Context: an optimization exercise on an open-source flow, tuned for small area. The choices shown serve that exercise and are no tape-out recipe.
Only simulation tests tie the RTL to the original design; equivalence was not proved.
Power and IR drop assume default switching activity.

## rover_io
module rover_io (
    input  wire        clk,               
    input  wire        rst_n,             
    input  wire [5:0]  rc_in,             
    input  wire        hall_in,           
    input  wire [3:0]  dip_sw,            
    input  wire [15:0] steer_duty,        
    input  wire [14:0] throttle_duty,     
    input  wire [15:0] led_value,         
    output wire [19:0] pulse_width0,
    output wire [19:0] pulse_width1,
    output wire [19:0] pulse_width2,
    output wire [19:0] pulse_width3,
    output wire [19:0] pulse_width4,
    output wire [19:0] pulse_width5,
    output wire [15:0] hall_count,
    output wire        pwm_steering,
    output wire        pwm_throttle,
    output wire        digital_output1,
    output wire [7:0]  led
);
  wire       heartbeat;
  wire       pwm_steering_gen;
  wire       pwm_throttle_gen;
  he_counter #(.W(16)) inst_HE_sensor (
      .clk(clk), .rst_n(rst_n), .pulse_signal(hall_in), .pulse_counts(hall_count));
  mux_4bit #(.BITS(8)) inst_mux_LED (
      .a({1'b1, 1'b1, heartbeat, heartbeat, heartbeat, 1'b1, heartbeat, 1'b1}),
      .b(led_value[7:0]),
      .c(led_value[15:8]),
  ...
Size: ~1500 cells after synthesis, roughly 210 I/O pins, roughly 14000 um^2 of cells after synthesis.
Settings: LEC_CHECK=0, CAP_MARGIN=20, CORE_MARGIN=2, CORE_UTILIZATION=65, SLEW_MARGIN=20; clock period 20.0 ns.
standard.sh (not shown) runs the stock make flow with config.mk's settings and CLKGATE_MAP_FILE= SYNTH_SCRIPT=/design/flow/synth_recipe.tcl, a recipe that flattens the netlist after the stock synthesis.
==> flow/flow/run.sh <==
#!/bin/bash
# Standard layout with smaller port buffers and a clock tree without dummy loads.
set -euo pipefail
bash standard.sh \
  "BUFFER_PORTS_ARGS=-buffer_cell sky130_fd_sc_hd__buf_1" \
  "CTS_ARGS=-sink_clustering_enable -repair_clock_nets -dont_use_dummy_load -buf_list sky130_fd_sc_hd__clkbuf_4 -sink_clustering_size 12 -sink_clustering_max_diameter 60" \
  finish > standard_flow.log 2>&1
The starting point completed with no timing, DRC or antenna violations.
Next try:
==> flow/run.sh (new file) <==
#!/bin/bash
# synth_recipe.tcl (not shown) runs the flow's synth.tcl, then flattens the netlist and writes it again
# the make line also repeats each setting of config.mk as NAME=value (left out here)
make -C /OpenROAD-flow-scripts/flow DESIGN_CONFIG=/design/flow/config.mk WORK_HOME=/design/flow/orfs CLKGATE_MAP_FILE= SYNTH_SCRIPT=/design/flow/synth_recipe.tcl finish
CORE_UTILIZATION = 40   (was 65)
removed: flow/flow/run.sh
removed: flow/standard.sh
Result:
- The new run ran to the end with no violations
- cell count is higher by 11%
- register-to-register slack got worse by 0.05 ns
- design area goes up by 17%
Next try:
CORE_UTILIZATION = 65   (was 40)
CTS_BUF_LIST = sky130_fd_sc_hd__clkbuf_4   (was unset)
Result: The new run passed the timing, design-rule and antenna checks. Power falls by about 13%. Die area is lower by about 40%. Design area falls by about 3%. Critical path depth fell by 1. Via count went up by 4.9%. Worst setup slack improved by 0.19 ns. Register-to-register slack gains 0.03 ns. Synthesized area stays the same. Worst hold slack stays flat. Clock-buffer cell count goes up by 63.
Next try:
==> flow/flow/run.sh (new file) <==
#!/bin/bash
# Standard layout with smaller port buffers and a clock tree without dummy loads.
set -euo pipefail
bash standard.sh \
  "BUFFER_PORTS_ARGS=-buffer_cell sky130_fd_sc_hd__buf_1" \
  "CTS_ARGS=-sink_clustering_enable -repair_clock_nets -dont_use_dummy_load -buf_list sky130_fd_sc_hd__clkbuf_4" \
  finish > standard_flow.log 2>&1
==> flow/standard.sh (new file) <==
#!/bin/bash
# synth_recipe.tcl (not shown) runs the flow's synth.tcl, then flattens the netlist and writes it again
# the make line also repeats each setting of config.mk as NAME=value (left out here)
make -C /OpenROAD-flow-scripts/flow DESIGN_CONFIG=/design/flow/config.mk WORK_HOME=/design/flow/orfs CLKGATE_MAP_FILE= SYNTH_SCRIPT=/design/flow/synth_recipe.tcl "${@:-finish}"
CTS_BUF_LIST = unset   (was sky130_fd_sc_hd__clkbuf_4)
removed: flow/run.sh
- core utilization goes down by 7.8 points
- design area decreases by 9.6%
- sequential share of layout area grows by 4.1 points
- setup slack improved by 0.82 ns
- critical path depth stays the same
- non-clock buffer count does not change
- power went down by 11%
- count of clock-buffer cells in the layout came out lower by 39
- clock power decreases by 25%
- synthesized area is unchanged
- via count fell by 3.4%
Next try:
==> flow/flow/run.sh (replaced) <==
#!/bin/bash
# The standard layout (standard.sh) with three changes:
#  - synthesis leaves adders to abc (no ADDER_MAP_FILE) and runs abc with the
#    area-oriented script flow/abc_area.script instead of ORFS's;
#  - ports are buffered with buf_1;
#  - the clock tree uses clkbuf_4 leaf clusters of 10 sinks and no dummy loads.
# Everything else (registers, floorplan, power grid, routing) is the standard flow.
# The output of the whole run goes to standard_flow.log; ORFS keeps each
# step's own log under orfs/logs/.
set -euo pipefail
W=$(pwd)
cat > "$W/area_synth.tcl" <<EOF
proc abc {args} {
  set i [lsearch -exact \$args -script]
  if { \$i >= 0 } { set args [lreplace \$args [expr {\$i + 1}] [expr {\$i + 1}] $W/flow/abc_area.script] }
  yosys abc {*}\$args
}
source $W/synth_recipe.tcl
EOF
bash standard.sh \
  "SYNTH_SCRIPT=$W/area_synth.tcl" \
  "ADDER_MAP_FILE=" \
  "BUFFER_PORTS_ARGS=-buffer_cell sky130_fd_sc_hd__buf_1" \
  "CTS_ARGS=-sink_clustering_enable -repair_clock_nets -dont_use_dummy_load -buf_list sky130_fd_sc_hd__clkbuf_4 -sink_clustering_size 10 -sink_clustering_max_diameter 60" \
  finish > standard_flow.log 2>&1
==> flow/flow/abc_area.script (new file) <==
strash
balance
rewrite
refactor
balance
rewrite
rewrite -z
balance
refactor -z
rewrite -z
balance
&get -n
&st
&dch -f
&nf -a -R 1000
&put
strash
balance
rewrite
refactor
balance
rewrite
rewrite -z
balance
refactor -z
rewrite -z
balance
&get -n
&st
&dch -f
&nf -a -R 1000
&put
strash
balance
rewrite
refactor
balance
rewrite
rewrite -z
balance
refactor -z
rewrite -z
balance
&get -n
&st
&dch -f
&nf -a -R 1000
&put
strash
balance
rewrite
refactor
balance
rewrite
rewrite -z
balance
refactor -z
rewrite -z
balance
&get -n
&st
&dch -f
&nf -a -R 1000
&put
strash
balance
rewrite
refactor
balance
rewrite
rewrite -z
balance
refactor -z
rewrite -z
balance
&get -n
&st
&dch -f
&nf -a -R 1000
&put
Synthesized area shrinks by roughly a tenth.
Clock power is lower by a quarter to a third.
Fmax rose slightly.
Setup slack gains 0.14 ns.
Global-route usage grows by 3.5 points.

what the ideal ports hide:
Ports are ideal in the flow. The routed layouts listed here were re-timed in OpenROAD. Step 1: set_driving_cell puts a clkbuf_16 on clk and a buf_2 on each other input, an assumption about the parent block. Step 2, shift: input delay + t, output delay - t, t = (earliest + latest rising clock arrival at the registers) / 2. This alone moves slack from input paths to output paths. Slacks: no drivers / after step 1 / after step 2; pairs: no drivers / after step 1.
| run | shift t [ns] | setup WS [ns] | worst setup path at the end |
|---|---|---|---|
| the first run | 0.643 | 10.296 / 10.273 / 10.273 | input to output |
| the second run | 0.556 | 9.269 / 9.247 / 9.247 | input to output |
| the third run | 0.698 | 9.459 / 9.430 / 9.430 | input to output |
| the fourth run | 0.656 | 10.284 / 10.260 / 10.260 | input to output |
| the fifth run | 0.665 | 10.429 / 10.402 / 10.402 | input to output |
After both steps every run listed still meets setup and hold. The setup slack of the third run, which loses most, moves by -0.029 ns with the drivers and by -0.029 ns with both steps.
